This design comes from an exercise in tuning for a short achievable clock period and few clock cycles on the open sky130 flow, not from production work.
In this exercise RTL edits were held to simulation tests only and were not proved equivalent to the original.
No activity file was given, so power comes from the tool's default toggle rates.

--- flow/config.mk ---
export PLATFORM = sky130hd
export DESIGN_NAME = Muliti_CPU
export DESIGN_NICKNAME = Muliti_CPU
export VERILOG_FILES = /design/flow/design.v
export SDC_FILE = /design/flow/constraint.sdc
export NUM_CORES = 4
export LEC_CHECK = 0
export ABC_CLOCK_PERIOD_IN_PS = 2500
export CAP_MARGIN = 30
export CORE_MARGIN = 2
export CORE_UTILIZATION = 30
export PLACE_DENSITY = 0.5
export SLEW_MARGIN = 30
--- flow/constraint.sdc ---
create_clock -name core_clock -period 11.0 [get_ports {clk}]
set_input_delay 2.2000 -clock core_clock [delete_from_list [all_inputs] [get_ports {clk}]]
set_output_delay 2.2000 -clock core_clock [all_outputs]
set_load 0.01 [all_outputs]
--- flow/design.v ---
`timescale 1ns / 1ps
module Muliti_CPU (
	input clk,
	input reset,
	input MIO_ready,
	input [31:0] Data_in,
	output mem_w,
	output CPU_MIO,
	output [31:0] Addr_out,
	output [31:0] Data_out );
	reg [31:0] addr_q;
	reg        memw_q;
	reg [31:0] dout_q;
	reg        mode_mem;     
	reg [31:0] pc_f;         
	reg        f_fail;       
	reg [31:0] f_ret;        
	reg        ld_en;        
	reg [4:0]  ld_rd;
	reg        wb_en;        
	reg [4:0]  wb_rd;
	reg [31:0] wbq;
	assign Addr_out = addr_q;
	assign mem_w    = memw_q;
	assign Data_out = dout_q;
	assign CPU_MIO  = 1'b1;
	reg        rv;
	reg [31:0] ir;
	reg [31:1] selA, selB;   
	reg [31:0] pcr;          
	reg [31:0] pcr4;         
	reg        r_pt;         
	reg        r_pret;       
	reg [31:0] r_ptgt;       
	reg        bt_v   [0:7];
	reg [26:0] bt_tag [0:7];
	reg [29:0] bt_tgt [0:7];
	reg [31:0] link_q;       
	reg        bu_set, bu_clr;    
	reg [2:0]  bu_idx;
	reg [26:0] bu_tag;
	reg [29:0] bu_tgt;
	reg        xv;
	reg [31:0] A, B, O2;     
	reg [4:0]  x_rs, x_rt;
	reg        x_o2reg;      
	reg [31:0] pcx4;
	reg [31:0] btgt;
	reg [15:0] x_imm;
	reg        x_add, x_sub, x_and, x_or, x_xor, x_nor, x_sltu, x_srl, x_lui, x_jal;
	reg        x_we;         
	reg [4:0]  x_dst;
	reg        x_lw, x_sw;
	reg        x_br, x_bne, x_pred;    
	reg        x_jr;                   
	reg        x_jrp;                  
	reg [31:0] x_ptgt;                 
	reg [2:0]  x_bidx;
	reg [26:0] x_btag;                 
	reg [31:0] R [1:31];
	reg [31:1] rvld;         
	integer i;
	wire [31:0] sum  = A + O2;
	wire [32:0] diff = {1'b0, A} + {1'b0, ~O2} + 33'd1;
	reg [31:0] xres;
	always @* begin
		xres = 32'b0;
		if (x_add)  xres = xres | sum;
		if (x_sub)  xres = xres | diff[31:0];
		if (x_and)  xres = xres | (A & O2);
		if (x_or)   xres = xres | (A | O2);
		if (x_xor)  xres = xres | (A ^ O2);
		if (x_nor)  xres = xres | ~(A | O2);
		if (x_sltu) xres = xres | {31'b0, ~diff[32]};
		if (x_srl)  xres = xres | {1'b0, B[31:1]};
		if (x_lui)  xres = xres | {x_imm, 16'b0};
		if (x_jal)  xres = xres | pcx4;
	end
	wire x_act   = xv && !mode_mem;
	wire x_wr    = x_act && x_we;
	wire x_eq    = (A == B);
	wire x_taken = x_bne ? ~x_eq : x_eq;
	wire x_bad   = x_br && (x_taken != x_pred);
	wire x_rbad  = x_jrp && (A != x_ptgt);
	wire x_redir = x_act && (x_bad || x_jr || x_rbad);
	wire x_mem   = x_act && (x_lw || x_sw);
	wire xs_sum  = x_act && (x_lw || x_sw || x_jr || x_rbad);
	wire xs_bt   = x_act && x_br && !x_pred && x_taken;
	wire xs_bn   = x_act && x_br && x_pred && !x_taken;
	wire [5:0] op  = ir[31:26];
	wire [5:0] fn  = ir[5:0];
	wire [4:0] rs  = ir[25:21];
	wire [4:0] rt  = ir[20:16];
	wire [4:0] rd  = ir[15:11];
	wire r_r     = (op == 6'h00);
	wire r_jr    = r_r && (fn == 6'h08);
	wire r_lw    = (op == 6'h23);
	wire r_sw    = (op == 6'h2B);
	wire r_beq   = (op == 6'h04);
	wire r_bne   = (op == 6'h05);
	wire r_jal   = (op == 6'h03);
	wire r_addi  = (op == 6'h08);
	wire r_andi  = (op == 6'h0C);
	wire r_ori   = (op == 6'h0D);
	wire r_xori  = (op == 6'h0E);
	wire r_sltiu = (op == 6'h0B);
	wire r_lui   = (op == 6'h0F);
	wire r_br    = r_beq | r_bne;
	wire f_sub  = r_r && (fn == 6'h22);
	wire f_and  = r_r && (fn == 6'h24);
	wire f_or   = r_r && (fn == 6'h25);
	wire f_xor  = r_r && (fn == 6'h26);
	wire f_nor  = r_r && (fn == 6'h27);
	wire f_sltu = r_r && (fn == 6'h2B);
	wire f_srl  = r_r && (fn == 6'h02);
	wire d_and  = f_and | r_andi;
	wire d_or   = f_or | r_ori;
	wire d_xor  = f_xor | r_xori;
	wire d_sltu = f_sltu | r_sltiu;
	wire d_add  = ~(f_sub | d_and | d_or | d_xor | f_nor | d_sltu | f_srl | r_lui | r_jal);
	wire       r_wr_rd = r_r && !r_jr;
	wire       r_wr_rt = r_addi | r_andi | r_ori | r_xori | r_sltiu | r_lui;
	wire [4:0] r_dst   = r_jal ? 5'd31 : (r_wr_rd ? rd : rt);
	wire       r_we    = (r_wr_rd | r_wr_rt | r_jal) && (r_dst != 5'd0);
	wire [31:0] imm32 = {{16{ir[15]}}, ir[15:0]};
	wire ldfA = wb_en && (wb_rd == rs);
	wire ldfB = wb_en && (wb_rd == rt);
	reg [31:0] rA_raw, rB_raw;    
	always @* begin
		rA_raw = 32'b0;
		rB_raw = 32'b0;
		for (i = 1; i < 32; i = i + 1) begin
			rA_raw = rA_raw | ((selA[i] && rvld[i]) ? R[i] : 32'b0);
			rB_raw = rB_raw | ((selB[i] && rvld[i]) ? R[i] : 32'b0);
		end
	end
	wire [31:0] rA = ldfA ? wbq : rA_raw;
	wire [31:0] rB = ldfB ? wbq : rB_raw;
	wire hitA = x_wr && (x_dst == rs);
	wire hitB = x_wr && (x_dst == rt);
	wire [31:0] A_next = hitA ? xres : rA;
	wire [31:0] B_next = hitB ? xres : rB;
	wire ldA  = x_act && x_lw && (x_dst == rs) && (rs != 5'd0);
	wire r_sp     = r_br && !r_pt && ir[15];                  
	wire r_predt  = r_br && (r_pt | ir[15]);                  
	wire r_jrgo   = r_jr && !r_pret && (rt == 5'd0) && !ldA;   
	wire [31:0] r_btgt = pcr4 + {imm32[29:0], 2'b00};
	wire r_act    = rv && !mode_mem && !x_redir;
	wire r_go_t   = r_sp;                                      
	wire r_go_n   = r_pt && !r_br && !r_jr;                    
	wire r_go     = rv && !mode_mem && (r_go_t || r_go_n || r_jrgo);
	wire r_redir  = r_go && !x_redir;
	wire [31:0] r_tgt = r_jrgo ? A_next : (r_go_t ? r_btgt : pcr4);
	wire [31:0] w    = Data_in;
	wire [5:0]  wop  = w[31:26];
	wire [31:0] pcf4 = addr_q + 32'd4;
	wire        w_j  = (wop == 6'h02) | (wop == 6'h03);
	wire        w_jal = (wop == 6'h03);
	wire        w_ret = (wop == 6'h00) && (w[5:0] == 6'h08) && (w[25:21] == 5'd31) && (w[20:16] == 5'd0);
	wire [2:0]  f_idx = addr_q[4:2];
	wire        f_hit = bt_v[f_idx] && (bt_tag[f_idx] == addr_q[31:5]);
	wire [31:0] f_next = w_j ? {pcf4[31:28], w[25:0], 2'b00} :
	                     w_ret ? link_q :
	                     f_hit ? {bt_tgt[f_idx], 2'b00} : pcf4;
	wire [31:0] pcf_next = r_go ? r_tgt : (f_fail ? f_ret : f_next);
	wire [31:0] addr_next = xs_sum ? sum : (xs_bt ? btgt : (xs_bn ? pcx4 : pcf_next));
	reg  [31:1] selA_f, selB_f;
	always @* begin
		for (i = 1; i < 32; i = i + 1) begin
			selA_f[i] = (w[25:21] == i);
			selB_f[i] = (w[20:16] == i);
		end
	end
	always @(posedge clk or posedge reset) begin
		if (reset) begin
			addr_q   <= 32'b0;
			memw_q   <= 1'b0;
			mode_mem <= 1'b0;
			wb_en    <= 1'b0;
			f_fail   <= 1'b0;
			rv       <= 1'b0;
			xv       <= 1'b0;
			link_q   <= 32'b0;
		end else begin
			if (mode_mem) begin
				wb_en <= MIO_ready && ld_en && (ld_rd != 5'd0);
				if (MIO_ready) begin
					mode_mem <= 1'b0;
					memw_q   <= 1'b0;
					addr_q   <= pc_f;
				end
			end else begin
				wb_en  <= x_wr;
				addr_q <= addr_next;
				if (x_mem) begin
					mode_mem <= 1'b1;
					memw_q   <= x_sw;
				end
				rv <= MIO_ready && !f_fail && !(x_redir || r_redir);
				if (f_fail)
					f_fail <= 1'b0;
				else if (!MIO_ready && !x_redir && !r_go)
					f_fail <= 1'b1;
				if (MIO_ready && !f_fail && w_jal && !(x_redir || r_redir)) link_q <= pcf4;
				xv <= rv && !x_redir;
			end
		end
	end
	always @(posedge clk) begin
		if (mode_mem) begin
			wb_rd <= ld_rd;
			wbq   <= Data_in;
			if (ld_en && ld_rd != 5'd0) begin
				if (ld_rd == x_rs) A <= Data_in;
				if (ld_rd == x_rt) B <= Data_in;
				if (ld_rd == x_rt && x_o2reg) O2 <= Data_in;
			end
		end else begin
			wb_rd <= x_dst;
			wbq   <= xres;
			pc_f  <= pcf_next;
			if (x_mem) begin
				dout_q <= B;
				ld_en  <= x_lw;
				ld_rd  <= x_dst;
			end
			if (!f_fail) f_ret <= addr_q;
			ir     <= w;
			selA   <= selA_f;
			selB   <= selB_f;
			pcr    <= addr_q;
			pcr4   <= pcf4;
			r_pt   <= f_hit && !w_j && !w_ret;
			r_pret <= w_ret;
			r_ptgt <= link_q;
			A       <= A_next;
			B       <= B_next;
			O2      <= r_r ? B_next : imm32;
			x_rs    <= rs;
			x_rt    <= rt;
			x_o2reg <= r_r;
			pcx4    <= pcr4;
			btgt    <= r_btgt;
			x_imm   <= ir[15:0];
			x_add   <= d_add;
			x_sub   <= f_sub;
			x_and   <= d_and;
			x_or    <= d_or;
			x_xor   <= d_xor;
			x_nor   <= f_nor;
			x_sltu  <= d_sltu;
			x_srl   <= f_srl;
			x_lui   <= r_lui;
			x_jal   <= r_jal;
			x_we    <= r_we;
			x_dst   <= r_lw ? rt : r_dst;
			x_lw    <= r_lw;
			x_sw    <= r_sw;
			x_br    <= r_br;
			x_bne   <= r_bne;
			x_pred  <= r_predt;
			x_jr    <= r_jr && !r_jrgo && !r_pret;
			x_jrp   <= r_jr && r_pret;
			x_ptgt  <= r_ptgt;
			x_bidx  <= pcr[4:2];
			x_btag  <= pcr[31:5];
		end
	end
	always @(posedge clk or posedge reset) begin
		if (reset) begin
			rvld <= 31'b0;
		end else begin
			for (i = 1; i < 32; i = i + 1)
				if (wb_en && wb_rd == i) rvld[i] <= 1'b1;
		end
	end
	always @(posedge clk) begin
		for (i = 1; i < 32; i = i + 1)
			if (wb_en && wb_rd == i) R[i] <= wbq;
	end
	always @(posedge clk or posedge reset) begin
		if (reset) begin
			for (i = 0; i < 8; i = i + 1) bt_v[i] <= 1'b0;
			bu_set <= 1'b0;
			bu_clr <= 1'b0;
		end else begin
			if (bu_set) bt_v[bu_idx] <= 1'b1;
			else if (bu_clr) bt_v[bu_idx] <= 1'b0;
			bu_set <= 1'b0;
			bu_clr <= 1'b0;
			if (!mode_mem) begin
				if (x_act && x_br) begin
					bu_clr <= x_bad && !x_taken;
					bu_set <= x_bad && x_taken;
				end else begin
					bu_set <= r_act && r_go_t;
					bu_clr <= r_act && r_go_n;
				end
			end
		end
	end
	always @(posedge clk) begin
		if (bu_set) begin
			bt_tag[bu_idx] <= bu_tag;
			bt_tgt[bu_idx] <= bu_tgt;
		end
		if (!mode_mem) begin
			if (x_act && x_br) begin
				bu_idx <= x_bidx;
				bu_tag <= x_btag;
				bu_tgt <= btgt[31:2];
			end else begin
				bu_idx <= pcr[4:2];
				bu_tag <= pcr[31:5];
				bu_tgt <= r_btgt[31:2];
			end
		end
	end
endmodule
--- flow/flow/run.sh ---
#!/bin/bash
# The standard layout (the standard.sh: standard synthesis and the ORFS
# steps) with changes to how it is made only; constraints and clock period
# are unchanged:
#  - the port buffers that buffer_ports inserts are buf_6 cells rather than
#    the smallest buffer (a slow delay cell).
set -euo pipefail
MARGIN=${MARGIN:-6.8}
bash standard.sh SETUP_SLACK_MARGIN=$MARGIN SKIP_GATE_CLONING=1 \
  "BUFFER_PORTS_ARGS=-buffer_cell sky130_fd_sc_hd__buf_6" \
  finish > standard_make.log 2>&1
--- flow/standard.sh ---
#!/bin/bash
# synth_recipe.tcl (not shown) runs the flow's synth.tcl, then flattens the netlist and writes it again
# the make line also repeats each setting of config.mk as NAME=value (left out here)
make -C /OpenROAD-flow-scripts/flow DESIGN_CONFIG=/design/flow/config.mk WORK_HOME=/design/flow/orfs CLKGATE_MAP_FILE= SYNTH_SCRIPT=/design/flow/synth_recipe.tcl "${@:-finish}"
==> flow_metrics.env, run 1 <==
export IMPL_grt_start_max_net_pins=144
export IMPL_drtPass1Iterations=10
export IMPL_cp_data_arrival_time_ns=4.99
export IMPL_yosys_top_cells_area="edfxtp_1, a22oi_1, dfrtp_1, mux4_2, a221oi_1"
export IMPL_place_ws_ns=5.62
export IMPL_clockRootBuffer="clkbuf_16"
export IMPL_grt_ovfl_total=0
export IMPL_fp_dieW_microns=575
export IMPL_hold_violations=0
export IMPL_wl_met3_microns=64500
export IMPL_cts_htree_levels=4
export IMPL_final_common_cell="edfxtp_1"
export IMPL_gp_congestion=0.995
export IMPL_topRoutingLayerUsed="met5"
export IMPL_ys_ff_latch=2218
export IMPL_synth_main_ff_cell="edfxtp_1"
export IMPL_ys_warnings_count=3
export IMPL_fin_crit_ns=4.29
export IMPL_setup_viol=0
export IMPL_dp_hpwl_microns=287000
export IMPL_start_util=0.302
export IMPL_status="complete, no violations"
export IMPL_pin_count=101
export IMPL_critPathLaunchType="flip-flop"
export IMPL_powerDensity_mw_per_mm2=312
export IMPL_numCtsBuffers=241
export IMPL_area_growth_pct=18.4
export IMPL_fp_coreArea_sq_mm=0.324
export IMPL_critical_path_class="flip-flop to flip-flop"
export IMPL_cp_required_ns=11.70
export IMPL_clockBufferDepth=4
export IMPL_syn_area_sq_mm=0.0978
export IMPL_syn_instance_count=6970
export IMPL_async_flop_share=0.0500
export IMPL_largestRegisters="R: 992 flops, bt_tgt: 240 flops, bt_tag: 216 flops"
export IMPL_wl_microns=471000
export IMPL_clkTransAtPathRegs_ns=0.06
export IMPL_viasPerCell=6.33
export IMPL_drt_iter0_markers=13567
export IMPL_portBuffers=99
export IMPL_p_leak_nw=39.8
export IMPL_dieArea_sq_mm=0.331
export IMPL_fmax_mhz=233
export IMPL_largest_register_ffs=992
export IMPL_clock_skew_ns=0.201
export IMPL_tns_ns=0
export IMPL_multi_input_area_sq_mm=0.0311
export IMPL_tightest_slew_ns=1.15
export IMPL_top_register="R"
export IMPL_rr_worst_depth=12
export IMPL_clk_latency_ns=1.03
export IMPL_wl_met2_microns=200000
export IMPL_synth_cell_types=84
export IMPL_synth_edf_count=2070
export IMPL_p_total_mw=36.2
export IMPL_rows=209
export IMPL_path_max_fanout=21
export IMPL_place_area_sq_mm=0.105
export IMPL_wl_per_cell_microns=40.2
export IMPL_nFillCells=30978
export IMPL_drive_gt1_frac=0.185
export IMPL_min_path_type="flip-flop to flip-flop"
export IMPL_synth_top_area_frac=0.636
export IMPL_drc=0
export IMPL_yosys_area_top_type="edfxtp_1"
export IMPL_synth_fp_nets=7139
export IMPL_max_slew_margin=0.232
export IMPL_antenna_found_initial=40
export IMPL_register_area_sq_mm=0.0657
export IMPL_grt_pass1_wl_microns=623000
export IMPL_ant_nets=0
export IMPL_final_nets=7341
export IMPL_worst_setup_path_end_kind="flip-flop"
export IMPL_drt_met1_wl_microns=171000
export IMPL_synth_avg_cell_area_sq_um=14.0
export IMPL_min_path_cells=0
export IMPL_ir_drop_mv=0.181
export IMPL_synth_seq_area_share=0.672
export IMPL_drv_slew=0
export IMPL_cts_tree="built"
export IMPL_first_global_vias=69677
export IMPL_die_h_microns=575
export IMPL_num_vias=74175
export IMPL_fin_ws_ns=6.71
export IMPL_post_route_cell_area_sq_mm=0.116
export IMPL_rsz0062_at_grt="true"
export IMPL_drv_cap=0
export IMPL_cts_sinks=2218
export IMPL_final_cell_mix="edfxtp_1, a22oi_1, nand2_1, nor2_1, buf_4"
export IMPL_period_share=0.390
export IMPL_track_usage=0.274
## stage by stage
| step | utilization | hold slack, ns | cells |
|---|---|---|---|
| 2_1_floorplan | - | 0.400 | 6970 |
| 3_3_place_gp | 0.323 | 0.401 | 11151 |
| 3_5_place_dp | 0.324 | 0.405 | 11161 |
| 4_1_cts | 0.354 | 0.417 | 11658 |
| 5_1_grt | 0.357 | 0.426 | 11704 |
| 6_report | 0.357 | 0.418 | 11724 |
## cells by family after synthesis
| logic type | count (synthesis) | share of synthesized area |
|---|---|---|
| AO/OA/AOI/OAI | 1904 | 0.145 |
| flip-flops | 2218 | 0.672 |
| adder cells (fa/ha/maj) | 134 | 0.0174 |
| multiplexers | 305 | 0.0447 |
| AND/OR/NAND/NOR | 1541 | 0.0758 |
| XOR/XNOR | 225 | 0.0201 |
| other | 1 | 0.0000383 |
| buffers and inverters | 642 | 0.0252 |
## what timing repair did
| action | CTS | global route |
|---|---|---|
| buffers inserted | 49 | 40 |
| gates resized for setup | 138 | 91 |
| pin swaps | 15 | 27 |
| setup endpoints to repair | 193 | 117 |
| hold buffers | 0 | 0 |
## worst max-delay path: stages, from the launching register on
cell	delay (ns)
edfxtp_1	0.46
and2_2	0.53
buf_4	0.49
a22o_1	0.26
a221oi_1	0.27
nand3_1	0.12
nor3_1	0.22
nand4_1	0.24
o211ai_1	0.43
a21boi_1	0.44
a21o_1	0.32
nand4_1	0.11
o2bb2ai_1	0.16
## final cells by class
cell class / instances / share of cell area
flip-flops and latches: 2218 / 0.567
multi-input cells: 4110 / 0.269
clock buffers: 285 / 0.0552
well taps: 4325 / 0.0467
repair buffers: 453 / 0.0387
clock inverters: 163 / 0.0178
inverters: 148 / 0.00500
diodes: 22 / 0.000475
## final timing paths
kind,start,to,slack [ns]
max,selA[10],addr_q[9],6.71
min,r_ptgt[11],x_ptgt[11],0.42
max reg2reg,selA[10],addr_q[9],6.71
min reg2reg,r_ptgt[11],x_ptgt[11],0.42
max in group asynchronous,reset,addr_q[16],8.14
min in group asynchronous,reset,memw_q,1.29
## synthesized netlist by cell type, types with 33 or more instances
cell type	count
edfxtp_1	2070
a22oi_1	562
clkbuf_1	406
nand2_1	398
nor2_1	379
a221oi_1	215
o21ai_0	207
a22o_1	204
nand3_1	176
a21oi_1	173
nand4_1	171
inv_1	146
xnor2_1	138
ha_1	131
mux2i_1	131
nor3_1	120
dfrtp_1	111
mux4_2	98
xor2_1	87
a222oi_1	80
mux2_2	76
and2_1	74
buf_1	65
o21a_1	55
a31oi_1	50
nand2b_1	49
o211ai_1	48
o22ai_1	44
a21o_1	39
dfxtp_1	37
nor4_1	37
or2_2	37
o221ai_1	33
o31ai_1	33
## layer usage
| layer | up-vias | GRT usage |
|---|---|---|
| met5 | - | 0.00100 |
| met4 | 30 | 0.171 |
| met3 | 1618 | 0.0961 |
| met2 | 6357 | 0.402 |
| met1 | 37816 | 0.344 |
| li1 | 28354 | - |
## power by group
part	internal [mW]	switching [mW]	leakage, nW	total [mW]
combinational	4.26	9.29	14.2	13.5
sequential	11.9	1.91	21.5	13.8
clock	5.20	3.61	4.12	8.80
Testbench counts, summed over its fixed seeds: cycles 69,748.
==> run 2, diff against run 1 <==
--- a/flow/flow/run.sh
+++ b/flow/flow/run.sh
@@ -6,5 +6,5 @@
 #    the smallest buffer (a slow delay cell).
 set -euo pipefail
-MARGIN=${MARGIN:-6.8}
+MARGIN=${MARGIN:-7.3}
 bash standard.sh SETUP_SLACK_MARGIN=$MARGIN SKIP_GATE_CLONING=1 \
   "BUFFER_PORTS_ARGS=-buffer_cell sky130_fd_sc_hd__buf_6" \
==> flow_metrics.env, run 2 <==
export IMPL_status="complete, no violations"
export IMPL_synth_top_area_frac=0.636
export IMPL_cp_data_arrival_time_ns=4.95
export IMPL_yosys_area_top_type="edfxtp_1"
export IMPL_rrSetupSlack_ns=6.76
export IMPL_top_register="R"
export IMPL_clk_latency_ns=1.01
export IMPL_min_path_type="flip-flop to flip-flop"
export IMPL_fmax_mhz=236
export IMPL_worst_setup_path_end_kind="flip-flop"
export IMPL_yosys_top_cells_area="edfxtp_1, a22oi_1, dfrtp_1, mux4_2, a221oi_1"
export IMPL_viasPerCell=6.34
export IMPL_final_cell_mix="edfxtp_1, a22oi_1, buf_4, nand2_1, nor2_1"
export IMPL_ys_warnings_count=3
export IMPL_drtPass1Iterations=9
export IMPL_rsz0062_at_grt="true"
export IMPL_endpoint="addr_q[8]"
export IMPL_clockRootBuffer="clkbuf_16"
export IMPL_fp_coreArea_sq_mm=0.324
export IMPL_syn_instance_count=6970
export IMPL_synth_commonest_cells="edfxtp_1, a22oi_1, clkbuf_1"
export IMPL_clock_skew_ns=0.160
export IMPL_grt_ovfl_total=0
export IMPL_wl_per_cell_microns=40.3
export IMPL_largestRegisters="R: 992 flops, bt_tgt: 240 flops, bt_tag: 216 flops"
export IMPL_synth_main_ff_cell="edfxtp_1"
export IMPL_fp_dieW_microns=575
export IMPL_hold_violations=0
export IMPL_critical_path_class="flip-flop to flip-flop"
export IMPL_r2r_end="addr_q[8]"
export IMPL_path_max_fanout=39
export IMPL_async_flop_share=0.0500
export IMPL_area_growth_pct=21.8
export IMPL_p_leak_nw=41.1
export IMPL_multi_input_area_sq_mm=0.0327
export IMPL_tns_ns=0
export IMPL_synth_fp_nets=7139
export IMPL_nFillCells=30732
export IMPL_drive_gt1_frac=0.232
export IMPL_gp_congestion=0.959
export IMPL_dieArea_sq_mm=0.331
export IMPL_drv_slew=0
export IMPL_tightest_slew_ns=1.26
export IMPL_syn_area_sq_mm=0.0978
export IMPL_drv_cap=0
export IMPL_yosysMostFrequentCell="edfxtp_1"
export IMPL_critPathLaunchType="flip-flop"
export IMPL_cts_sinks=2218
export IMPL_synth_seq_area_share=0.672
export IMPL_setup_viol=0
export IMPL_rows=209
export IMPL_cts_hold_buf=0
export IMPL_wl_microns=480000
export IMPL_synth_edf_count=2070
export IMPL_startpoint="A[0]"
export IMPL_p_total_mw=37.6
export IMPL_clockBufferDepth=4
export IMPL_synth_cell_types=84
export IMPL_track_usage=0.279
export IMPL_grt_pass1_wl_microns=634000
export IMPL_cts_htree_levels=4
export IMPL_final_nets=7548
export IMPL_numCtsBuffers=238
export IMPL_pin_count=101
export IMPL_drt_iter0_markers=13880
export IMPL_ys_ff_latch=2218
export IMPL_dp_hpwl_microns=287000
export IMPL_ant_nets=0
export IMPL_powerDensity_mw_per_mm2=316
export IMPL_grt_start_max_net_pins=130
export IMPL_synth_avg_cell_area_sq_um=14.0
export IMPL_cp_required_ns=11.71
export IMPL_largest_register_ffs=992
export IMPL_ir_drop_mv=0.185
export IMPL_drc=0
export IMPL_max_slew_margin=0.161
export IMPL_clkTransAtPathRegs_ns=0.06
export IMPL_antenna_found_initial=35
export IMPL_rr_worst_depth=13
export IMPL_portBuffers=99
export IMPL_register_area_sq_mm=0.0658
export IMPL_num_vias=75712
export IMPL_cts_tree="built"
export IMPL_die_h_microns=575
export IMPL_period_share=0.386
export IMPL_final_common_cell="edfxtp_1"
export IMPL_start_util=0.302
export IMPL_fin_crit_ns=4.24
export IMPL_rr_startpoint="A[0]"
export IMPL_first_global_vias=70709
-- run 2: cell types whose count changed in the layout (fill, tap and decap cells not counted), moves of 18 or more --
| cell | change |
|---|---|
| buf_4 | +115 |
| o21ai_0 | -51 |
| clkbuf_1 | +30 |
| ha_1 | -18 |
| clkinv_1 | -18 |
| buf_12 | +31 |
| o21ai_1 | +19 |
| buf_6 | +50 |
| o21ai_2 | +23 |
| bufinv_16 | -25 |
-- run 2: cell type report --
| class | instances | share of cell area |
|---|---|---|
| flip-flops and latches | 2218 | 0.552 |
| multi-input cells | 4110 | 0.274 |
| repair buffers | 663 | 0.0569 |
| clock buffers | 309 | 0.0536 |
| well taps | 4325 | 0.0454 |
| clock inverters | 138 | 0.0122 |
| inverters | 148 | 0.00497 |
| diodes | 22 | 0.000462 |
-- run 2: how the worst min path moves through the flow --
| stage | startpoint | endpoint | slack [ns] | cells after the start |
|---|---|---|---|---|
| after global routing | r_ptgt[16] | x_ptgt[16] | 0.42 | 0 |
| after detailed placement | r_ptgt[18] | x_ptgt[18] | 0.40 | 0 |
| after CTS | r_ptgt[9] | x_ptgt[9] | 0.42 | 0 |
| after floorplan | r_ptgt[0] | x_ptgt[0] | 0.40 | 0 |
| final | r_ptgt[23] | x_ptgt[23] | 0.42 | 0 |
| after global placement | r_ptgt[18] | x_ptgt[18] | 0.40 | 0 |
-- run 2: worst max-delay path: stages (launching register included) --
cell        delay, ns
edfxtp_1         0.43
buf_4            0.17
xnor2_1          0.42
nand4_1          0.17
nor4_2           0.41
a21boi_0         0.28
o21a_1           0.36
or2_2            0.31
buf_4            0.30
nor2_1           0.26
clkinvlp_4       0.14
buf_12           0.17
o211ai_1         0.45
o22ai_1          0.16
-- run 2: per-layer routing --
layer,vias to the layer above,global-route usage,wire length (microns)
met5,-,0.00143,367
li1,28794,-,-
met4,34,0.174,37900
met1,38404,0.351,174000
met3,1752,0.0959,66000
met2,6728,0.410,202000
-- run 2: metrics by stage --
stage | hold WS [ns] | cells | worst slack [ns] | util | instance area (sq um)
final | 0.418 | 11933 | 6.76 | 0.367 | 119000
after detailed placement | 0.405 | 11166 | 5.07 | 0.325 | 105000
after global routing | 0.423 | 11917 | 6.75 | 0.367 | 119000
after CTS | 0.418 | 11818 | 6.88 | 0.361 | 117000
after floorplan | 0.400 | 6970 | 6.86 | - | 98100
after global placement | 0.404 | 11155 | 4.62 | 0.324 | 105000
-- run 2: power breakdown --
part           switching, mW  internal (mW)  total [mW]
Clock                   3.60           4.58        8.19
Sequential              1.71           11.9        13.7
Combinational           10.4           5.42        15.8
-- run 2: what timing repair did --
item,4_1_cts,5_1_grt
endpoints found under the setup margin,298,276
gates resized for setup,460,254
buffers inserted,205,87
pin swaps,80,132
-- run 2: kinds of logic (layout without fill, tap and decap cells) --
kind of cell	after synthesis	in the layout	share of synthesized area
AO/OA/AOI/OAI	1904	1904	0.145
XOR/XNOR	225	225	0.0201
adder cells (fa/ha/maj)	134	134	0.0174
buffers and inverters	642	1258	0.0252
flip-flops	2218	2218	0.672
multiplexers	305	305	0.0447
other	1	23	0.0000383
AND/OR/NAND/NOR	1541	1541	0.0758
==> run 3, diff against run 2 <==
--- a/flow/config.mk
+++ b/flow/config.mk
@@ -10,4 +10,4 @@
 export CORE_MARGIN = 2
 export CORE_UTILIZATION = 30
-export PLACE_DENSITY = 0.5
+export PLACE_DENSITY = 0.62
 export SLEW_MARGIN = 30
==> flow_metrics.env, run 3 <==
export IMPL_status="complete, no violations"
export IMPL_p_total_mw=37.2
export IMPL_ir_drop_mv=0.152
export IMPL_async_flop_share=0.0500
export IMPL_start_util=0.302
export IMPL_wl_per_cell_microns=38.7
export IMPL_synth_seq_area_share=0.672
export IMPL_clock_skew_ns=0.0921
export IMPL_cts_tree="built"
export IMPL_die_h_microns=575
export IMPL_hold_violations=0
export IMPL_drtPass1Iterations=14
export IMPL_num_vias=76444
export IMPL_fin_crit_ns=4.26
export IMPL_dp_hpwl_microns=270000
export IMPL_area_growth_pct=21.0
export IMPL_clockRootBuffer="clkbuf_16"
export IMPL_setup_viol=0
export IMPL_antenna_found_initial=33
export IMPL_synth_edf_count=2070
export IMPL_grt_pass1_wl_microns=606000
export IMPL_wl_microns=457000
export IMPL_drc=0
export IMPL_p_leak_nw=40.6
export IMPL_powerDensity_mw_per_mm2=314
export IMPL_critical_path_class="flip-flop to flip-flop"
export IMPL_min_from="pcr[19]"
export IMPL_fp_dieW_microns=575
export IMPL_drive_gt1_frac=0.225
export IMPL_clockBufferDepth=4
export IMPL_startpoint="selA[4]"
export IMPL_yosysMostFrequentCell="edfxtp_1"
export IMPL_numCtsBuffers=226
export IMPL_tns_ns=0
export IMPL_period_share=0.387
export IMPL_synth_cell_types=84
export IMPL_yosys_top_cells_area="edfxtp_1, a22oi_1, dfrtp_1, mux4_2, a221oi_1"
export IMPL_final_nets=7464
export IMPL_largestRegisters="R: 992 flops, bt_tgt: 240 flops, bt_tag: 216 flops"
export IMPL_path_max_fanout=18
export IMPL_fmax_mhz=235
export IMPL_ant_nets=0
export IMPL_synth_commonest_cells="edfxtp_1, a22oi_1, clkbuf_1"
export IMPL_critPathLaunchType="flip-flop"
export IMPL_first_global_vias=71109
export IMPL_rsz0062_at_grt="true"
export IMPL_tightest_slew_ns=1.21
export IMPL_grt_ovfl_total=0
export IMPL_largest_register_ffs=992
export IMPL_grt_use_met2=0.375
export IMPL_ys_ff_latch=2218
export IMPL_gp_congestion=0.995
export IMPL_track_usage=0.264
export IMPL_final_common_cell="edfxtp_1"
export IMPL_final_cells=11825
export IMPL_drt_iter0_markers=15819
export IMPL_pin_count=101
export IMPL_cts_htree_levels=4
export IMPL_worst_setup_path_end_kind="flip-flop"
export IMPL_syn_area_sq_mm=0.0978
export IMPL_top_register="R"
export IMPL_final_cell_mix="edfxtp_1, a22oi_1, nand2_1, buf_4, nor2_1"
export IMPL_rr_startpoint="selA[4]"
export IMPL_met3_usage=0.124
export IMPL_clk_latency_ns=0.94
export IMPL_drv_slew=0
export IMPL_synth_main_ff_cell="edfxtp_1"
export IMPL_cts_hold_buf=0
export IMPL_rows=209
export IMPL_cp_data_arrival_time_ns=5.00
export IMPL_yosys_area_top_type="edfxtp_1"
export IMPL_synth_avg_cell_area_sq_um=14.0
export IMPL_max_slew_margin=0.188
export IMPL_dpl_cell_count=11105
export IMPL_synth_fp_nets=7139
export IMPL_portBuffers=99
export IMPL_grt_start_max_net_pins=145
export IMPL_drv_cap=0
export IMPL_cp_required_ns=11.74
export IMPL_dieArea_sq_mm=0.331
export IMPL_cts_sinks=2218
export IMPL_min_path_type="flip-flop to flip-flop"
export IMPL_clkTransAtPathRegs_ns=0.06
export IMPL_syn_instance_count=6970
export IMPL_top_usage_layer="met2"
export IMPL_viasPerCell=6.46
export IMPL_synth_top_area_frac=0.636
export IMPL_fp_coreArea_sq_mm=0.324
export IMPL_grt_util_met1=0.316
export IMPL_ys_warnings_count=3
[run 3: cell counts after synthesis]
Identical to the previous run, type by type.
[run 3: kinds of logic after synthesis]
kind of cell	synth area share
AOI/OAI and AO/OA	0.145
adders and majority gates	0.0174
DFF	0.672
and+or+nand+nor	0.0758
muxes	0.0447
buffers and inverters	0.0252
xor gates and xnor gates	0.0201
other	0.0000383
[run 3: worst max-delay path, cell delays in order (launching register included)]
cell	delay, ns
edfxtp_1	0.41
and2_2	0.51
buf_4	0.47
a22o_1	0.26
a221oi_1	0.28
nand4_1	0.15
nor3_1	0.22
nand4_1	0.15
o211ai_1	0.48
o21ai_1	0.39
o21ai_0	0.44
nand4_1	0.14
o2bb2ai_1	0.15
[run 3: path summary, 6_finish.rpt]
path	end	slack (ns)	cells past startpoint
max	addr_q[13]	6.74	12
min	x_btag[14]	0.39	0
max reg2reg	addr_q[13]	6.74	12
min reg2reg	x_btag[14]	0.39	0
max in group asynchronous	addr_q[2]	7.92	5
min in group asynchronous	wb_en	1.43	3
[run 3: stage by stage]
stage,area [sq um],utilization,setup WS (ns),hold WS [ns]
final,118000,0.365,6.74,0.390
after global routing,118000,0.365,6.78,0.420
after CTS,116000,0.358,6.90,0.392
after detailed placement,105000,0.323,5.35,0.405
after global placement,105000,0.323,4.90,0.402
after floorplan,98100,-,6.86,0.400
[run 3: repair_timing]
action                     CTS  global route
buffers inserted           190            84
setup endpoints to repair  353           230
pin swaps                   66           152
resized for setup          474           262
[run 3: cell type report]
type | count | area, sq um
Sequential cell | 2218 | 65800
Clock buffer | 286 | 6050
Tap cell | 4325 | 5410
Clock inverter | 128 | 1400
Timing Repair Buffer | 591 | 6290
Fill cell | 30399 | 206000
Inverter | 148 | 587
Multi-Input combinational cell | 4110 | 32800
Antenna cell | 19 | 47.5
[run 3: power by group]
part / switching (mW) / internal (mW)
logic: 10.2 / 5.24
registers: 1.89 / 12.0
clock network: 3.43 / 4.50
total: 15.5 / 21.7
[run 3: layer usage]
layer | vias up | wire (microns)
met5 | - | 1050
li1 | 28598 | -
met2 | 7754 | 185000
met3 | 2310 | 76000
met1 | 37736 | 154000
met4 | 46 | 41200
==> run 4, diff against run 3 <==
--- a/flow/flow/run.sh
+++ b/flow/flow/run.sh
@@ -6,5 +6,5 @@
 #    the smallest buffer (a slow delay cell).
 set -euo pipefail
-MARGIN=${MARGIN:-7.3}
+MARGIN=${MARGIN:-8}
 bash standard.sh SETUP_SLACK_MARGIN=$MARGIN SKIP_GATE_CLONING=1 \
   "BUFFER_PORTS_ARGS=-buffer_cell sky130_fd_sc_hd__buf_6" \
--- a/flow/config.mk
+++ b/flow/config.mk
@@ -10,4 +10,4 @@
 export CORE_MARGIN = 2
 export CORE_UTILIZATION = 30
-export PLACE_DENSITY = 0.62
+export PLACE_DENSITY = 0.5
 export SLEW_MARGIN = 30
==> flow_metrics.env, run 4 <==
export IMPL_r2r_end="addr_q[20]"
export IMPL_start_util=0.302
export IMPL_rrSetupSlack_ns=6.97
export IMPL_cts_htree_levels=4
export IMPL_min_from="pcr[22]"
export IMPL_tightest_slew_ns=1.23
export IMPL_largestRegisters="R: 992 flops, bt_tgt: 240 flops, bt_tag: 216 flops"
export IMPL_rr_worst_depth=19
export IMPL_fp_dieW_microns=575
export IMPL_synth_commonest_cells="edfxtp_1, a22oi_1, clkbuf_1"
export IMPL_critical_path_class="input port to flip-flop"
export IMPL_drt_iter0_markers=13831
export IMPL_wl_microns=488000
export IMPL_portBuffers=99
export IMPL_synth_top_area_frac=0.636
export IMPL_num_vias=77207
export IMPL_p_total_mw=40.1
export IMPL_final_cells=12177
export IMPL_cp_data_arrival_time_ns=4.90
export IMPL_cts_sinks=2218
export IMPL_tns_ns=0
export IMPL_final_common_cell="edfxtp_1"
export IMPL_ys_warnings_count=3
export IMPL_critPathLaunchType="input port"
export IMPL_fin_ws_ns=6.86
export IMPL_track_usage=0.283
export IMPL_drive_gt1_frac=0.290
export IMPL_min_path_cells=0
export IMPL_top_register="R"
export IMPL_ys_ff_latch=2218
export IMPL_period_share=0.376
export IMPL_dp_hpwl_microns=284000
export IMPL_fin_crit_ns=4.14
export IMPL_synth_edf_count=2070
export IMPL_area_growth_pct=27.4
export IMPL_synth_seq_area_share=0.672
export IMPL_nFillCells=30228
export IMPL_place_area_sq_mm=0.105
export IMPL_rr_startpoint="addr_q[2]"
export IMPL_synth_avg_cell_area_sq_um=14.0
export IMPL_worst_setup_path_end_kind="flip-flop"
export IMPL_rows=209
export IMPL_yosysMostFrequentCell="edfxtp_1"
export IMPL_fmax_mhz=242
export IMPL_cpMaxStageDelayCell="o22ai_1"
export IMPL_cp_slowest_stage_delay_ns=0.87
export IMPL_drtPass1Iterations=13
export IMPL_utilization=0.384
export IMPL_ant_nets=0
export IMPL_place_ws_ns=5.42
export IMPL_ir_drop_mv=0.192
export IMPL_setup_viol=0
export IMPL_synth_main_ff_cell="edfxtp_1"
export IMPL_drv_slew=0
export IMPL_pin_count=101
export IMPL_dieArea_sq_mm=0.331
export IMPL_whs_ns=0.393
export IMPL_dpl_cell_count=11160
export IMPL_synth_fp_nets=7139
export IMPL_antenna_found_initial=26
export IMPL_hold_violations=0
export IMPL_cp_required_ns=11.76
export IMPL_yosys_area_top_type="edfxtp_1"
export IMPL_async_flop_share=0.0500
export IMPL_powerDensity_mw_per_mm2=321
export IMPL_clk_latency_ns=0.97
export IMPL_grt_pass1_wl_microns=641000
export IMPL_register_area_sq_mm=0.0658
export IMPL_cts_hold_buf=0
export IMPL_viasPerCell=6.34
export IMPL_drv_cap=0
export IMPL_cts_tree="built"
export IMPL_largest_register_ffs=992
export IMPL_rsz0062_at_grt="true"
export IMPL_grt_start_max_net_pins=130
export IMPL_gp_congestion=0.993
export IMPL_max_slew_margin=0.180
export IMPL_yosys_top_cells_area="edfxtp_1, a22oi_1, dfrtp_1, mux4_2, a221oi_1"
export IMPL_path_max_fanout=33
export IMPL_clockRootBuffer="clkbuf_16"
export IMPL_clock_skew_ns=0.164
export IMPL_clkTransAtPathRegs_ns=0.06
export IMPL_p_leak_nw=43.3
export IMPL_post_route_cell_area_sq_mm=0.125
export IMPL_final_nets=7790
export IMPL_clockBufferDepth=4
export IMPL_multi_input_area_sq_mm=0.0347
export IMPL_min_to="x_btag[17]"
export IMPL_wl_per_cell_microns=40.1
export IMPL_numCtsBuffers=237
export IMPL_syn_area_sq_mm=0.0978
export IMPL_final_cell_mix="edfxtp_1, a22oi_1, buf_4, nand2_1, nor2_1"
export IMPL_status="complete, no violations"
export IMPL_first_global_vias=71731
export IMPL_synth_cell_types=84
export IMPL_min_path_type="flip-flop to flip-flop"
export IMPL_crit_chain="buf_6 -> nor4_4 -> nand2_1 -> buf_4 -> o22ai_1 -> a211oi_1 -> a21oi_1 -> a31o_2 -> o221ai_2"
export IMPL_grt_ovfl_total=0
export IMPL_drc=0
export IMPL_fp_coreArea_sq_mm=0.324
export IMPL_die_h_microns=575
export IMPL_syn_instance_count=6970
## run 4: cell types whose count changed in the layout (fill, tap and decap cells not counted), moves of 20 or more
cell and delta:
buf_6 +101, buf_4 +141, xnor2_2 +25, xnor2_1 -32
buf_8 +24, buf_12 +32, a21oi_1 -29, o21ai_2 +24
o21ai_0 -37, a21oi_2 +20
## run 4: logic make-up after synthesis
| kind of cell | share of synthesized area |
|---|---|
| xor+xnor | 0.0201 |
| mux | 0.0447 |
| fa+ha+maj | 0.0174 |
| flops | 0.672 |
| compound gates | 0.145 |
| other cells | 0.0000383 |
| buf+inv | 0.0252 |
| simple gates | 0.0758 |
## run 4: final cells by class
type                    count  area share
diodes                     26    0.000522
clock buffers             293      0.0506
clock inverters           151      0.0144
inverters                 148     0.00495
multi-input cells        4110       0.278
flip-flops and latches   2218       0.528
well taps                4325      0.0434
repair buffers            906      0.0801
## run 4: metal layers
metal	GRT usage	vias to the layer above	wire, microns	part of all wire
li1	-	29260	-	-
met1	0.349	39195	173000	0.35
met2	0.418	6892	207000	0.42
met3	0.0969	1836	67200	0.14
met4	0.188	24	41300	0.085
met5	0.00143	-	299	0.00061
## run 4: report_power, final
part           internal [mW]  switching [mW]
Clock                   4.90            3.59
Sequential              11.9            1.80
Combinational           6.67            11.2
Total                   23.5            16.5
## run 4: what timing repair did
item | in CTS | in global routing
setup buffers | 353 | 187
endpoints found under the setup margin | 615 | 419
gates resized for setup | 1113 | 333
pin swaps | 253 | 230
## run 4: worst max-delay path by stage
stage | to | slack [ns] | start | cells after the start
after CTS | addr_q[10] | 6.92 | A[20] | 12
final | addr_q[23] | 6.86 | Data_in[28] | 9
after global routing | addr_q[14] | 6.86 | addr_q[2] | 18
after global placement | addr_q[29] | 4.52 | Data_in[0] | 12
after floorplan | addr_q[31] | 6.92 | Data_in[23] | 11
after detailed placement | link_q[10] | 5.42 | Data_in[28] | 8
## run 4: critical path: cells and delay by family
kind,cells,cell delay [ns]
buf+inv,2,0.45
compound gates,5,1.49
simple gates,2,0.71
==> run 5, diff against run 4 <==
--- a/flow/flow/run.sh
+++ b/flow/flow/run.sh
@@ -6,5 +6,5 @@
 #    the smallest buffer (a slow delay cell).
 set -euo pipefail
-MARGIN=${MARGIN:-8}
+MARGIN=${MARGIN:-9}
 bash standard.sh SETUP_SLACK_MARGIN=$MARGIN SKIP_GATE_CLONING=1 \
   "BUFFER_PORTS_ARGS=-buffer_cell sky130_fd_sc_hd__buf_6" \
==> flow_metrics.env, run 5 <==
export IMPL_status="complete, no violations"
export IMPL_crit_top_cell="and3_1"
export IMPL_powerDensity_mw_per_mm2=308
export IMPL_cp_required_ns=11.75
export IMPL_largestRegisters="R: 992 flops, bt_tgt: 240 flops, bt_tag: 216 flops"
export IMPL_fp_dieW_microns=575
export IMPL_syn_area_sq_mm=0.0978
export IMPL_cts_hold_buf=0
export IMPL_drive_gt1_frac=0.355
export IMPL_dp_hpwl_microns=287000
export IMPL_final_nets=8318
export IMPL_cp_data_arrival_time_ns=5.09
export IMPL_fin_crit_ns=4.34
export IMPL_die_h_microns=575
export IMPL_synth_top_area_frac=0.636
export IMPL_synth_seq_area_share=0.672
export IMPL_path_max_fanout=20
export IMPL_portBuffers=99
export IMPL_clockBufferDepth=4
export IMPL_drc=0
export IMPL_ir_drop_mv=0.210
export IMPL_r2r_end="addr_q[20]"
export IMPL_async_flop_share=0.0500
export IMPL_rr_startpoint="addr_q[2]"
export IMPL_hold_violations=0
export IMPL_syn_instance_count=6970
export IMPL_viasPerCell=6.45
export IMPL_largest_register_ffs=992
export IMPL_tightest_slew_ns=1.19
export IMPL_min_path_cells=0
export IMPL_cts_tree="built"
export IMPL_cts_htree_levels=4
export IMPL_synth_compound_area_frac=0.145
export IMPL_synth_fp_nets=7139
export IMPL_track_usage=0.306
export IMPL_clk_latency_ns=1.00
export IMPL_ant_nets=0
export IMPL_synth_commonest_cells="edfxtp_1, a22oi_1, clkbuf_1"
export IMPL_drv_cap=0
export IMPL_wl_per_cell_microns=42.1
export IMPL_first_global_vias=75623
export IMPL_synth_edf_count=2070
export IMPL_synth_top_family_by_area="compound AO/OA/AOI/OAI gates"
export IMPL_startpoint="Data_in[0]"
export IMPL_synth_mux_area_frac=0.0447
export IMPL_numCtsBuffers=237
export IMPL_drt_iter0_markers=16184
export IMPL_crit_chain="buf_6 -> nor4b_4 -> and3_1 -> nand4_1 -> bufinv_8 -> nor2_2 -> buf_4 -> and3_1 -> mux2_2 -> nor3_1 -> a21oi_1 -> a21o_1 -> o221ai_1"
export IMPL_fin_ws_ns=6.66
export IMPL_drtPass1Iterations=14
export IMPL_ys_ff_latch=2218
export IMPL_synth_avg_cell_area_sq_um=14.0
export IMPL_rows=209
export IMPL_start_util=0.302
export IMPL_worst_setup_path_end_kind="flip-flop"
export IMPL_clockRootBuffer="clkbuf_16"
export IMPL_wl_microns=535000
export IMPL_synth_cell_types=84
export IMPL_critPathLaunchType="input port"
export IMPL_fmax_mhz=231
export IMPL_min_path_type="flip-flop to flip-flop"
export IMPL_yosys_top_cells_area="edfxtp_1, a22oi_1, dfrtp_1, mux4_2, a221oi_1"
export IMPL_dieArea_sq_mm=0.331
export IMPL_grt_ovfl_total=0
export IMPL_yosys_area_top_type="edfxtp_1"
export IMPL_critical_path_class="input port to flip-flop"
export IMPL_tns_ns=0
export IMPL_max_slew_margin=0.209
export IMPL_antenna_found_initial=31
export IMPL_synth_main_ff_cell="edfxtp_1"
export IMPL_rr_worst_depth=20
export IMPL_cpMaxStageDelayCell="nor4b_4"
export IMPL_place_ws_ns=5.08
export IMPL_gp_congestion=0.982
export IMPL_clkTransAtPathRegs_ns=0.06
export IMPL_p_leak_nw=48.2
export IMPL_synth_xor_xnor_area_share=0.0201
export IMPL_clock_skew_ns=0.182
export IMPL_grt_start_max_net_pins=72
export IMPL_final_common_cell="edfxtp_1"
export IMPL_num_vias=81833
export IMPL_area_growth_pct=37.9
export IMPL_min_from="pcr[24]"
export IMPL_drv_slew=0
export IMPL_top_register="R"
export IMPL_yosys_area_share_simple=0.0758
export IMPL_setup_viol=0
export IMPL_fp_coreArea_sq_mm=0.324
export IMPL_cts_sinks=2218
export IMPL_grt_pass1_wl_microns=689000
export IMPL_cp_slowest_stage_delay_ns=0.54
export IMPL_rrSetupSlack_ns=6.78
export IMPL_period_share=0.394
export IMPL_ys_warnings_count=3
export IMPL_final_cell_mix="edfxtp_1, buf_4, a22oi_1, buf_12, nand2_1"
export IMPL_yosysMostFrequentCell="edfxtp_1"
export IMPL_rsz0062_at_grt="true"
export IMPL_utilization=0.416
export IMPL_pin_count=101
export IMPL_synthAdderAreaFrac=0.0174
export IMPL_min_to="x_btag[19]"
[run 5: cell counts after synthesis]
Identical to the previous run, type by type.
[run 5: worst max path at each step]
stage	endpoint	depth (start not counted)
after global placement	addr_q[17]	13
after detailed placement	addr_q[25]	13
after floorplan	addr_q[31]	11
final	addr_q[17]	13
after CTS	addr_q[20]	19
after global routing	addr_q[20]	19
[run 5: cells by family (layout without fill, tap and decap cells)]
| group | after synthesis | after routing |
|---|---|---|
| and+or+nand+nor | 1541 | 1541 |
| DFF | 2218 | 2218 |
| AOI/OAI and AO/OA | 1904 | 1904 |
| adders and majority gates | 134 | 134 |
| buffers and inverters | 642 | 2023 |
| other | 1 | 21 |
| xor gates and xnor gates | 225 | 225 |
| muxes | 305 | 305 |
[run 5: report_power, final]
group / internal [mW] / switching (mW) / leakage (nW)
combinational: 7.72 / 11.9 / 22.9
clock: 4.55 / 3.59 / 3.78
sequential: 11.9 / 1.93 / 21.5
[run 5: critical path, delay by kind of cell]
kind / cells / cell delay, ns
AO/OA/AOI/OAI: 3 / 0.36
buffers and inverters: 3 / 0.79
multiplexers: 1 / 0.26
AND/OR/NAND/NOR: 6 / 1.44
[run 5: what timing repair did]
action                                 in CTS  in global routing
setup endpoints to repair                2512               1218
resized for setup                        1801                485
pin swaps                                 393                250
setup buffers                             821                254
endpoints found under the hold margin       0                  0
[run 5: area by class of cell]
type / count / area (sq um)
Tap cell: 4325 / 5410
Antenna cell: 20 / 50.0
Timing Repair Buffer: 1434 / 19200
Inverter: 148 / 629
Clock inverter: 138 / 1320
Fill cell: 29086 / 189000
Multi-Input combinational cell: 4110 / 36000
Sequential cell: 2218 / 65800
Clock buffer: 303 / 6380
[run 5: per-stage QoR]
| step | instances | hold WS [ns] | area (sq um) | power, mW |
|---|---|---|---|---|
| after CTS | 12419 | 0.380 | 130000 | 38.8 |
| after global placement | 11147 | 0.401 | 105000 | 26.1 |
| final | 12696 | 0.388 | 135000 | 41.6 |
| after floorplan | 6970 | 0.400 | 98400 | 19.5 |
| after detailed placement | 11157 | 0.405 | 105000 | 26.1 |
| after global routing | 12679 | 0.412 | 135000 | 42.1 |
[run 5: layer usage]
layer	GRT usage	share of wire	up-vias
li1	-	-	30370
met1	0.368	0.34	41065
met2	0.445	0.41	7976
met3	0.117	0.15	2386
met4	0.228	0.10	36
met5	0.00201	0.00063	-
==> run 6, diff against run 5 <==
--- a/flow/flow/run.sh
+++ b/flow/flow/run.sh
@@ -6,5 +6,5 @@
 #    the smallest buffer (a slow delay cell).
 set -euo pipefail
-MARGIN=${MARGIN:-9}
+MARGIN=${MARGIN:-7.3}
 bash standard.sh SETUP_SLACK_MARGIN=$MARGIN SKIP_GATE_CLONING=1 \
   "BUFFER_PORTS_ARGS=-buffer_cell sky130_fd_sc_hd__buf_6" \
--- a/flow/config.mk
+++ b/flow/config.mk
@@ -6,5 +6,5 @@
 export NUM_CORES = 4
 export LEC_CHECK = 0
-export ABC_CLOCK_PERIOD_IN_PS = 2500
+export ABC_CLOCK_PERIOD_IN_PS = 1800
 export CAP_MARGIN = 30
 export CORE_MARGIN = 2
==> flow_metrics.env, run 6 <==
export IMPL_status="complete, no violations"
export IMPL_dp_hpwl_microns=287000
export IMPL_grt_pass1_wl_microns=634000
export IMPL_cts_sinks=2218
export IMPL_max_slew_margin=0.161
export IMPL_wl_microns=480000
export IMPL_period_share=0.386
export IMPL_synth_compound_area_frac=0.145
export IMPL_hold_violations=0
export IMPL_yosys_top_cells_area="edfxtp_1, a22oi_1, dfrtp_1, mux4_2, a221oi_1"
export IMPL_ys_warnings_count=3
export IMPL_numCtsBuffers=238
export IMPL_drt_iter0_markers=13880
export IMPL_min_from="r_ptgt[23]"
export IMPL_gp_congestion=0.959
export IMPL_path_max_fanout=39
export IMPL_synthAdderAreaFrac=0.0174
export IMPL_largest_register_ffs=992
export IMPL_critical_path_class="flip-flop to flip-flop"
export IMPL_first_global_vias=70709
export IMPL_fp_coreArea_sq_mm=0.324
export IMPL_drtPass1Iterations=9
export IMPL_viasPerCell=6.34
export IMPL_drv_cap=0
export IMPL_area_growth_pct=21.8
export IMPL_drive_gt1_frac=0.232
export IMPL_yosys_area_top_type="edfxtp_1"
export IMPL_rr_startpoint="A[0]"
export IMPL_ant_nets=0
export IMPL_clockRootBuffer="clkbuf_16"
export IMPL_top_register="R"
export IMPL_clock_skew_ns=0.160
export IMPL_wl_per_cell_microns=40.3
export IMPL_pin_count=101
export IMPL_synth_commonest_cells="edfxtp_1, a22oi_1, clkbuf_1"
export IMPL_synth_mux_area_frac=0.0447
export IMPL_rr_worst_depth=13
export IMPL_cts_htree_levels=4
export IMPL_grt_start_max_net_pins=130
export IMPL_rsz0062_at_grt="true"
export IMPL_ys_ff_latch=2218
export IMPL_synth_main_ff_cell="edfxtp_1"
export IMPL_setup_viol=0
export IMPL_cts_tree="built"
export IMPL_yosysMostFrequentCell="edfxtp_1"
export IMPL_tightest_slew_ns=1.26
export IMPL_synth_top_family_by_area="compound AO/OA/AOI/OAI gates"
export IMPL_cp_required_ns=11.71
export IMPL_ir_drop_mv=0.185
export IMPL_critPathLaunchType="flip-flop"
export IMPL_p_leak_nw=41.1
export IMPL_async_flop_share=0.0500
export IMPL_syn_instance_count=6970
export IMPL_portBuffers=99
export IMPL_die_h_microns=575
export IMPL_powerDensity_mw_per_mm2=316
export IMPL_min_path_type="flip-flop to flip-flop"
export IMPL_synth_edf_count=2070
export IMPL_synth_seq_area_share=0.672
export IMPL_min_path_cells=0
export IMPL_grt_ovfl_total=0
export IMPL_antenna_found_initial=35
export IMPL_clkTransAtPathRegs_ns=0.06
export IMPL_fp_dieW_microns=575
export IMPL_synth_cell_types=84
export IMPL_syn_area_sq_mm=0.0978
export IMPL_fmax_mhz=236
export IMPL_worst_setup_path_end_kind="flip-flop"
export IMPL_place_area_sq_mm=0.105
export IMPL_track_usage=0.279
export IMPL_drv_slew=0
export IMPL_rrSetupSlack_ns=6.76
export IMPL_final_common_cell="edfxtp_1"
export IMPL_synth_xor_xnor_area_share=0.0201
export IMPL_rows=209
export IMPL_min_to="x_ptgt[23]"
export IMPL_drc=0
export IMPL_fin_crit_ns=4.24
export IMPL_r2r_end="addr_q[8]"
export IMPL_dieArea_sq_mm=0.331
export IMPL_yosys_area_share_simple=0.0758
export IMPL_synth_avg_cell_area_sq_um=14.0
export IMPL_largestRegisters="R: 992 flops, bt_tgt: 240 flops, bt_tag: 216 flops"
export IMPL_synth_top_area_frac=0.636
export IMPL_num_vias=75712
export IMPL_synth_fp_nets=7139
export IMPL_post_route_cell_area_sq_mm=0.119
export IMPL_start_util=0.302
export IMPL_clockBufferDepth=4
export IMPL_clk_latency_ns=1.01
export IMPL_tns_ns=0
export IMPL_final_nets=7548
export IMPL_final_cell_mix="edfxtp_1, a22oi_1, buf_4, nand2_1, nor2_1"
export IMPL_cp_data_arrival_time_ns=4.95
## run 6: report_power, final
group | switching, mW | internal (mW)
registers | 1.71 | 11.9
clock network | 3.60 | 4.58
logic | 10.4 | 5.42
## run 6: worst max-delay path, cell delays in order, from the launching register on
cell,delay (ns)
edfxtp_1,0.43
buf_4,0.17
xnor2_1,0.42
nand4_1,0.17
nor4_2,0.41
a21boi_0,0.28
o21a_1,0.36
or2_2,0.31
buf_4,0.30
nor2_1,0.26
clkinvlp_4,0.14
buf_12,0.17
o211ai_1,0.45
o22ai_1,0.16
## run 6: how the worst max path moves through the flow
stage	startpoint	to	slack, ns	cells past startpoint
floorplan	Data_in[25]	addr_q[31]	6.86	11
global placement	Data_in[26]	addr_q[17]	4.62	12
detailed placement	Data_in[0]	addr_q[17]	5.07	13
CTS	addr_q[2]	Addr_out[2]	6.88	3
global route	addr_q[2]	addr_q[13]	6.75	18
finish	A[0]	addr_q[8]	6.76	13
## run 6: cell families after synthesis
logic type               after synthesis
adder cells (fa/ha/maj)              134
multiplexers                         305
AND/OR/NAND/NOR                     1541
AO/OA/AOI/OAI                       1904
flip-flops                          2218
buffers and inverters                642
XOR/XNOR                             225
other                                  1
## run 6: per-layer routing
metal | part of all wire | vias up | track usage
met2 | 0.42 | 6728 | 0.410
li1 | - | 28794 | -
met5 | 0.00076 | - | 0.00143
met1 | 0.36 | 38404 | 0.351
met4 | 0.079 | 34 | 0.174
met3 | 0.14 | 1752 | 0.0959
## run 6: area by class of cell
cell class / count / area [sq um]
fill: 30732 / 205000
sequential: 2218 / 65800
multi-input combinational: 4110 / 32700
timing repair buffer: 663 / 6780
clock buffer: 309 / 6380
tap: 4325 / 5410
clock inverter: 138 / 1460
inverter: 148 / 592
antenna: 22 / 55.1
## run 6: stage by stage
step,hold slack (ns),worst slack (ns),power [mW],util,cells
after detailed placement,0.405,5.07,26.1,0.325,11166
after CTS,0.418,6.88,36.0,0.361,11818
after global routing,0.423,6.75,38.4,0.367,11917
final,0.418,6.76,37.6,0.367,11933
after floorplan,0.400,6.86,19.3,-,6970
after global placement,0.404,4.62,26.1,0.324,11155
## run 6: timing repair
| action | in CTS | in global routing |
|---|---|---|
| resized for setup | 460 | 254 |
| setup endpoints to repair | 298 | 276 |
| pin swaps | 80 | 132 |
| hold buffers | 0 | 0 |
| setup buffers | 205 | 87 |
==> run 7, diff against run 6 <==
--- a/flow/design.v
+++ b/flow/design.v
@@ -56,6 +56,5 @@
 	reg        x_jrp;                  
 	reg [31:0] x_ptgt;                 
-	reg [2:0]  x_bidx;
-	reg [26:0] x_btag;                 
+	reg [2:0]  x_bidx;                 
 	reg [31:0] R [1:31];
 	reg [31:1] rvld;         
@@ -126,15 +125,13 @@
 	wire ldfA = wb_en && (wb_rd == rs);
 	wire ldfB = wb_en && (wb_rd == rt);
-	reg [31:0] rA_raw, rB_raw;    
+	reg [31:0] rA, rB;
 	always @* begin
-		rA_raw = 32'b0;
-		rB_raw = 32'b0;
+		rA = ldfA ? wbq : 32'b0;
+		rB = ldfB ? wbq : 32'b0;
 		for (i = 1; i < 32; i = i + 1) begin
-			rA_raw = rA_raw | ((selA[i] && rvld[i]) ? R[i] : 32'b0);
-			rB_raw = rB_raw | ((selB[i] && rvld[i]) ? R[i] : 32'b0);
+			rA = rA | ((selA[i] && rvld[i] && !ldfA) ? R[i] : 32'b0);
+			rB = rB | ((selB[i] && rvld[i] && !ldfB) ? R[i] : 32'b0);
 		end
 	end
-	wire [31:0] rA = ldfA ? wbq : rA_raw;
-	wire [31:0] rB = ldfB ? wbq : rB_raw;
 	wire hitA = x_wr && (x_dst == rs);
 	wire hitB = x_wr && (x_dst == rt);
@@ -264,5 +261,4 @@
 			x_ptgt  <= r_ptgt;
 			x_bidx  <= pcr[4:2];
-			x_btag  <= pcr[31:5];
 		end
 	end
@@ -292,5 +288,4 @@
 				if (x_act && x_br) begin
 					bu_clr <= x_bad && !x_taken;
-					bu_set <= x_bad && x_taken;
 				end else begin
 					bu_set <= r_act && r_go_t;
@@ -308,6 +303,4 @@
 			if (x_act && x_br) begin
 				bu_idx <= x_bidx;
-				bu_tag <= x_btag;
-				bu_tgt <= btgt[31:2];
 			end else begin
 				bu_idx <= pcr[4:2];
--- a/flow/flow/run.sh
+++ b/flow/flow/run.sh
@@ -6,5 +6,5 @@
 #    the smallest buffer (a slow delay cell).
 set -euo pipefail
-MARGIN=${MARGIN:-7.3}
+MARGIN=${MARGIN:-6.8}
 bash standard.sh SETUP_SLACK_MARGIN=$MARGIN SKIP_GATE_CLONING=1 \
   "BUFFER_PORTS_ARGS=-buffer_cell sky130_fd_sc_hd__buf_6" \
--- a/flow/config.mk
+++ b/flow/config.mk
@@ -6,5 +6,5 @@
 export NUM_CORES = 4
 export LEC_CHECK = 0
-export ABC_CLOCK_PERIOD_IN_PS = 1800
+export ABC_CLOCK_PERIOD_IN_PS = 2500
 export CAP_MARGIN = 30
 export CORE_MARGIN = 2
==> flow_metrics.env, run 7 <==
export IMPL_status="complete, no violations"
export IMPL_switching_share=0.411
export IMPL_dieArea_sq_mm=0.325
export IMPL_grt_pass1_wl_microns=616000
export IMPL_antenna_found_initial=40
export IMPL_portBuffers=99
export IMPL_drv_slew=0
export IMPL_rr_startpoint="ir[22]"
export IMPL_ys_ff_latch=2191
export IMPL_min_path_cells=0
export IMPL_tns_ns=0
export IMPL_cts_sinks=2191
export IMPL_worst_setup_path_end_kind="flip-flop"
export IMPL_pwr_share_comb=0.378
export IMPL_critical_path_class="flip-flop to flip-flop"
export IMPL_top_usage_layer="met2"
export IMPL_cts_htree_levels=4
export IMPL_cp_data_arrival_time_ns=5.05
export IMPL_tightest_slew_ns=1.19
export IMPL_track_usage=0.276
export IMPL_p_clk_frac=0.237
export IMPL_grt_start_max_net_pins=114
export IMPL_viasPerCell=6.45
export IMPL_synth_fp_nets=6960
export IMPL_drc=0
export IMPL_internal_power_mw=20.7
export IMPL_largest_register_ffs=992
export IMPL_synth_avg_cell_area_sq_um=14.2
export IMPL_powerDensity_mw_per_mm2=303
export IMPL_rsz0062_at_grt="true"
export IMPL_path_max_fanout=18
export IMPL_yosys_area_top_type="edfxtp_1"
export IMPL_clk_latency_ns=0.96
export IMPL_whs_ns=0.400
export IMPL_num_vias=74458
export IMPL_ir_drop_mv=0.153
export IMPL_syn_instance_count=6791
export IMPL_final_cells=11540
export IMPL_setup_viol=0
export IMPL_hold_violations=0
export IMPL_p_total_mw=35.2
export IMPL_synth_edf_count=2043
export IMPL_met3_usage=0.0979
export IMPL_ys_warnings_count=3
export IMPL_switching_power_mw=14.5
export IMPL_pin_count=101
export IMPL_die_h_microns=570
export IMPL_rr_worst_depth=15
export IMPL_rrSetupSlack_ns=6.72
export IMPL_numCtsBuffers=235
export IMPL_final_common_cell="edfxtp_1"
export IMPL_gp_congestion=0.932
export IMPL_yosysMostFrequentCell="edfxtp_1"
export IMPL_grt_use_met2=0.412
export IMPL_min_to="x_ptgt[11]"
export IMPL_drtPass1Iterations=9
export IMPL_cp_required_ns=11.78
export IMPL_synth_top_area_frac=0.637
export IMPL_period_share=0.389
export IMPL_drv_cap=0
export IMPL_seq_power_share=0.385
export IMPL_drt_iter0_markers=13640
export IMPL_fmax_mhz=234
export IMPL_clkTransAtPathRegs_ns=0.06
export IMPL_min_path_type="flip-flop to flip-flop"
export IMPL_synth_cell_types=93
export IMPL_clockRootBuffer="clkbuf_16"
export IMPL_syn_area_sq_mm=0.0963
export IMPL_grt_util_met1=0.337
export IMPL_area_growth_pct=20.6
export IMPL_cts_tree="built"
export IMPL_start_util=0.302
export IMPL_dpl_cell_count=10878
export IMPL_r2r_end="addr_q[18]"
export IMPL_fin_crit_ns=4.28
export IMPL_min_from="r_ptgt[11]"
export IMPL_cts_hold_buf=0
export IMPL_synth_main_ff_cell="edfxtp_1"
export IMPL_yosys_top_cells_area="edfxtp_1, a22oi_1, dfrtp_1, mux4_2, ha_1"
export IMPL_clock_skew_ns=0.0741
export IMPL_fp_dieW_microns=570
export IMPL_largestRegisters="R: 992 flops, bt_tgt: 240 flops, bt_tag: 216 flops"
export IMPL_critPathLaunchType="flip-flop"
export IMPL_async_flop_share=0.0507
export IMPL_synth_seq_area_share=0.674
export IMPL_wl_microns=470000
export IMPL_synth_commonest_cells="edfxtp_1, a22oi_1, clkbuf_1"
export IMPL_dp_hpwl_microns=279000
export IMPL_p_leak_nw=39.4
export IMPL_final_nets=7289
export IMPL_max_slew_margin=0.198
export IMPL_rows=207
export IMPL_wl_per_cell_microns=40.7
export IMPL_first_global_vias=69342
export IMPL_ant_nets=0
export IMPL_top_register="R"
export IMPL_fp_coreArea_sq_mm=0.319
export IMPL_grt_ovfl_total=0
export IMPL_drive_gt1_frac=0.204
export IMPL_clockBufferDepth=4
export IMPL_final_cell_mix="edfxtp_1, a22oi_1, nand2_1, buf_4, nor2_1"
-- run 7: cell count changes after synthesis, sizes merged, moves of 67 or more --
| cell | previous run | this run |
|---|---|---|
| a22oi | 562 | 927 |
| a22o | 204 | 25 |
| a221oi | 215 | 116 |
| nor2 | 379 | 306 |
| clkbuf | 406 | 339 |
| nand2 | 398 | 331 |
-- run 7: what timing repair did --
action | 4_1_cts | 5_1_grt
setup buffers | 69 | 113
pin swaps | 21 | 61
resized for setup | 237 | 231
setup endpoints to repair | 217 | 135
-- run 7: critical path, cell delays in order (launching register included) --
cell	delay (ns)
edfxtp_1	0.41
xor2_1	0.19
nor4_2	0.32
bufbuf_16	0.32
buf_12	0.13
buf_16	0.16
a21boi_4	0.06
buf_6	0.21
buf_12	0.22
a22o_1	0.26
a221oi_2	0.19
nand4_1	0.65
o21ai_2	0.33
a21o_1	0.16
o21ai_0	0.12
a221o_1	0.34
-- run 7: worst max path at each step --
stage,start,to,slack [ns],depth (start not counted)
after detailed placement,addr_q[2],addr_q[9],5.34,12
after CTS,ir[25],addr_q[18],6.67,15
final,ir[22],addr_q[18],6.72,15
after floorplan,addr_q[4],pc_f[22],6.81,16
after global routing,ir[22],addr_q[13],6.64,16
after global placement,addr_q[2],addr_q[16],5.25,13
-- run 7: stage by stage --
step	utilization	setup slack, ns	instance area [sq um]
final	0.364	6.72	116000
after floorplan	-	6.81	96400
after global routing	0.364	6.64	116000
after detailed placement	0.326	5.34	104000
after CTS	0.357	6.67	114000
after global placement	0.326	5.25	104000
-- run 7: power by group through the flow --
| stage | logic [mW] | clock network, mW | registers (mW) |
|---|---|---|---|
| after floorplan | 5.74 | 0 | 12.9 |
| after global placement | 11.4 | 0 | 13.7 |
| after detailed placement | 11.4 | 0 | 13.7 |
| after CTS | 12.3 | 8.36 | 13.5 |
| after global routing | 13.6 | 8.68 | 13.6 |
| final | 13.3 | 8.34 | 13.5 |
-- run 7: layout make-up --
type / count / area [sq um]
clock buffer: 289 / 6190
clock inverter: 151 / 1770
inverter: 138 / 541
tap: 4180 / 5230
fill: 30061 / 203000
timing repair buffer: 546 / 6090
multi-input combinational: 4008 / 31200
sequential: 2191 / 64900
antenna: 37 / 92.6
-- run 7: cell families after synthesis --
kind of cell,synth area share
mux,0.0428
compound gates,0.147
flops,0.674
simple gates,0.0743
fa+ha+maj,0.0177
other cells,0.0000390
buf+inv,0.0239
xor+xnor,0.0201
-- run 7: routing by layer --
layer / vias to the layer above / part of all wire / wire length, microns
li1: 28238 / - / -
met1: 37411 / 0.36 / 167000
met2: 6814 / 0.42 / 199000
met3: 1974 / 0.13 / 63300
met4: 21 / 0.085 / 39800
met5: - / 0.00042 / 196
Testbench counts of run 7, summed over its fixed seeds: cycles 71,639.

==> afterwards: timing with drivers on the ports <==
No port has a modelled driver above. Below, the same layouts with a new extraction and two added sets of constraints.
Step 1 assumes that a clkbuf_16 drives the clock port and a buf_2 every other input.
Step 2 times the ports against the registers' clock, not the clock port: input delays grow and output delays shrink by t, the midpoint of the rising clock arrivals with the driver on.
Three values: ideal, step 1, step 2; two values: the first two.
run	t (ns)	slack for setup (ns)
run 1	1.039	6.713 / 6.640 / 5.858
run 2	1.032	6.757 / 6.757 / 5.911
run 3	0.993	6.741 / 6.731 / 5.897
run 4	0.977	6.863 / 6.875 / 5.934
run 5	0.998	6.663 / 6.708 / 5.710
run 6	1.032	6.757 / 6.757 / 5.911
run 7	1.021	6.722 / 6.722 / 5.862
After both steps setup and hold are still met in every run listed.
